Background: an optimization exercise with open tools, aiming at small area, a short achievable clock period and few clock cycles. Do not read the settings as production practice.
Only simulation tests tie the RTL to the original design; equivalence was not proved.

## run 1
// mult
module mult(input clock, reset, nuke,
            input [63:0] mcand, mplier,
            input start,
            output [63:0] product,
            output done);
  wire one0;
  wire two0;
  wire neg0;
  wire one1;
  wire two1;
  wire neg1;
  wire one2;
  wire two2;
  wire neg2;
  wire one3;
  wire two3;
  wire neg3;
  wire one4;
  wire two4;
  wire neg4;
  wire one5;
  wire two5;
  wire neg5;
  wire one6;
  wire two6;
  wire neg6;
  wire one7;
  wire two7;
  wire neg7;
  wire one8;
  wire two8;
  wire neg8;
  wire one9;
  wire two9;
  wire neg9;
  wire one10;
  wire two10;
  wire neg10;
  wire one11;
  wire two11;
  wire neg11;
  wire one12;
  wire two12;
  wire neg12;
  wire one13;
  wire two13;
  wire neg13;
  wire one14;
  wire two14;
  wire neg14;
  wire one15;
  wire two15;
  wire neg15;
  wire one16;
  wire two16;
  wire neg16;
  wire one17;
  wire two17;
  wire neg17;
  wire one18;
  wire two18;
  wire neg18;
  wire one19;
  wire two19;
  wire neg19;
  wire one20;
  wire two20;
  wire neg20;
  wire one21;
  wire two21;
  wire neg21;
  wire one22;
  wire two22;
  wire neg22;
  wire one23;
  wire two23;
  wire neg23;
  wire one24;
  wire two24;
  wire neg24;
  wire one25;
  wire two25;
  wire neg25;
  wire one26;
  wire two26;
  wire neg26;
  wire one27;
  wire two27;
  wire neg27;
  wire one28;
  wire two28;
  wire neg28;
  wire one29;
  wire two29;
  wire neg29;
  wire one30;
  wire two30;
  wire neg30;
  wire one31;
  wire two31;
  wire neg31;
  wire pp0_0;
  wire pp0_1;
  wire pp0_2;
  wire pp0_3;
  wire pp0_4;
  wire pp0_5;
  wire pp0_6;
  wire pp0_7;
  wire pp0_8;
  wire pp0_9;
  wire pp0_10;
  wire pp0_11;
  wire pp0_12;
  wire pp0_13;
  wire pp0_14;
  wire pp0_15;
  wire pp0_16;
  wire pp0_17;
  wire pp0_18;
  wire pp0_19;
  wire pp0_20;
  wire pp0_21;
  wire pp0_22;
  wire pp0_23;
  ...
For scale: ~5,500 cells after synthesis, roughly 420 flip-flops, ~200 I/O pins, ~53,000 um^2 of cells after synthesis.
Settings: LEC_CHECK=0, ABC_AREA=1, CAP_MARGIN=20, CORE_MARGIN=2, CORE_UTILIZATION=55, CTS_BUF_LIST=sky130_fd_sc_hd__clkbuf_4 sky130_fd_sc_hd__clkbuf_8, SETUP_SLACK_MARGIN=3.0, SLEW_MARGIN=20, SYNTH_HIERARCHICAL=1, BUFFER_PORTS_ARGS=-buffer_cell sky130_fd_sc_hd__buf_2; clock period 7.0 ns.
standard.sh (not shown) runs the stock make flow with config.mk's settings and CLKGATE_MAP_FILE= SYNTH_SCRIPT=/design/flow/synth_recipe.tcl, a recipe that flattens the netlist after the stock synthesis.
==> flow/flow/run.sh <==
#!/bin/bash
set -e
for cfg in config.mk "$FLOW_CONFIG"; do
  [ -n "$cfg" ] && [ -f "$cfg" ] || continue
  grep -q '^export BUFFER_PORTS_ARGS' "$cfg" && continue
  echo 'export BUFFER_PORTS_ARGS = -buffer_cell sky130_fd_sc_hd__buf_2' >> "$cfg"
done
bash standard.sh > standard.log 2>&1
Run 1 completed every stage of the flow, and the final layout passed the timing, DRC and antenna checks.
Testbench counts of run 1, summed over its fixed seeds: cycles 3,376.
--- input diff run 1..run 2 ---
- CTS_BUF_LIST removed (was sky130_fd_sc_hd__clkbuf_4 sky130_fd_sc_hd__clkbuf_8)
Findings:
Compared with run 1, in run 2 worst hold-check slack neither gained nor lost much, utilization after layout picked up an extra 0.19 points.
Changes in run 3 relative to run 2:
- removing BUFFER_PORTS_ARGS (formerly -buffer_cell sky130_fd_sc_hd__buf_2)
==> flow/run.sh (new file) <==
#!/bin/bash
# synth_recipe.tcl (not shown) runs the flow's synth.tcl, then flattens the netlist and writes it again
# the make line also repeats each setting of config.mk as NAME=value (left out here)
make -C /OpenROAD-flow-scripts/flow DESIGN_CONFIG=/design/flow/config.mk WORK_HOME=/design/flow/orfs CLKGATE_MAP_FILE= SYNTH_SCRIPT=/design/flow/synth_recipe.tcl finish
removed: flow/flow/run.sh
removed: flow/standard.sh
### Flow results
Run 3 completed; timing, DRC and antenna clean
Run 2 and run 3 ended up with nearly the same area taken by flip-flops and latches.
Taking run 2 over run 3, the non-clock buffer count ratio works out to 0.823.
The design area of run 3 exceeds that of run 2 by 5.1%.

========
Setup of 10-18:
Starting RTL as in the previous note.
## mult
module mult(input clock, reset, nuke,
            input [63:0] mcand, mplier,
            input start,
            output [63:0] product,
            output done);
clock: 7.0 ns
lec_check: 0
abc_area: 1
cap_margin: 20
core_margin: 2
core_utilization: 60
setup_slack_margin: 3.0
slew_margin: 20
synth_hierarchical: 1
buffer_ports_args: -buffer_cell sky130_fd_sc_hd__buf_2
==> flow/flow/run.sh <==
#!/bin/bash
set -e
for cfg in config.mk "$FLOW_CONFIG"; do
  [ -n "$cfg" ] && [ -f "$cfg" ] || continue
  grep -q '^export BUFFER_PORTS_ARGS' "$cfg" && continue
  echo 'export BUFFER_PORTS_ARGS = -buffer_cell sky130_fd_sc_hd__buf_2' >> "$cfg"
done
bash standard.sh > standard.log 2>&1
Testbench counts of 10-18, summed over its fixed seeds: cycles 3,376.
Edits applied to the flow inputs when going from 10-18 to 10-25:
==> flow/run.sh (new file) <==
#!/bin/bash
# synth_recipe.tcl (not shown) runs the flow's synth.tcl, then flattens the netlist and writes it again
# the make line also repeats each setting of config.mk as NAME=value (left out here)
make -C /OpenROAD-flow-scripts/flow DESIGN_CONFIG=/design/flow/config.mk WORK_HOME=/design/flow/orfs CLKGATE_MAP_FILE= SYNTH_SCRIPT=/design/flow/synth_recipe.tcl finish
diff --git a/flow/config.mk b/flow/config.mk
--- a/flow/config.mk
+++ b/flow/config.mk
@@ -11,2 +11,2 @@
-export CORE_UTILIZATION = 60
-export SETUP_SLACK_MARGIN = 3.0
+export CORE_UTILIZATION = 55
+export SETUP_SLACK_MARGIN = 2.0
@@ -15 +14,0 @@
-export BUFFER_PORTS_ARGS = -buffer_cell sky130_fd_sc_hd__buf_2
removed: flow/flow/run.sh
removed: flow/standard.sh
Results
Higher length of routed met2 wiring was reported by 10-18, not 10-25. The buffer and inverter count on the worst path in 10-25 sits 3 above the value recorded for 10-18. 10-25 ended up with a lower wire length than 10-18 did. Comparing 10-25 and 10-18, the higher sequential cell area share was measured on 10-25. Delta (10-25 minus 10-18): post-route fraction of the period consumed by the critical path went up, worst clock skew on the final layout increased by 6.8 ps relative to the old numbers.

separate check: timing with driven ports:
How much do the figures lean on ideal ports? The routed layouts below were timed once more, with nothing changed but the port constraints. Step 1, drivers: a clkbuf_16 drives clock and a buf_2 each remaining input, both assumed. Step 2 times the ports against the registers' clock, not the clock port: input delays grow and output delays shrink by t, the midpoint of the rising clock arrivals with the driver on. Slacks: ideal ports / drivers / drivers and shift; pairs: ideal ports / drivers.
run | t (ns) | setup WS [ns] | clock arrival spread, ns
run 1 | 0.824 | 2.803 / 2.803 / 2.138 | 0.076 / 0.075
run 2 | 0.756 | 2.814 / 2.814 / 2.186 | 0.037 / 0.036
run 3 | 0.778 | 2.771 / 2.771 / 2.092 | 0.036 / 0.036
10-18 | 0.722 | 2.787 / 2.787 / 2.204 | 0.029 / 0.029
10-25 | 0.760 | 1.909 / 1.846 / 1.086 | 0.026 / 0.026
After both steps every run listed still meets setup and hold. For 10-25, which loses most, drivers alone change the setup slack by -0.063 ns; drivers and shift together by -0.823 ns.
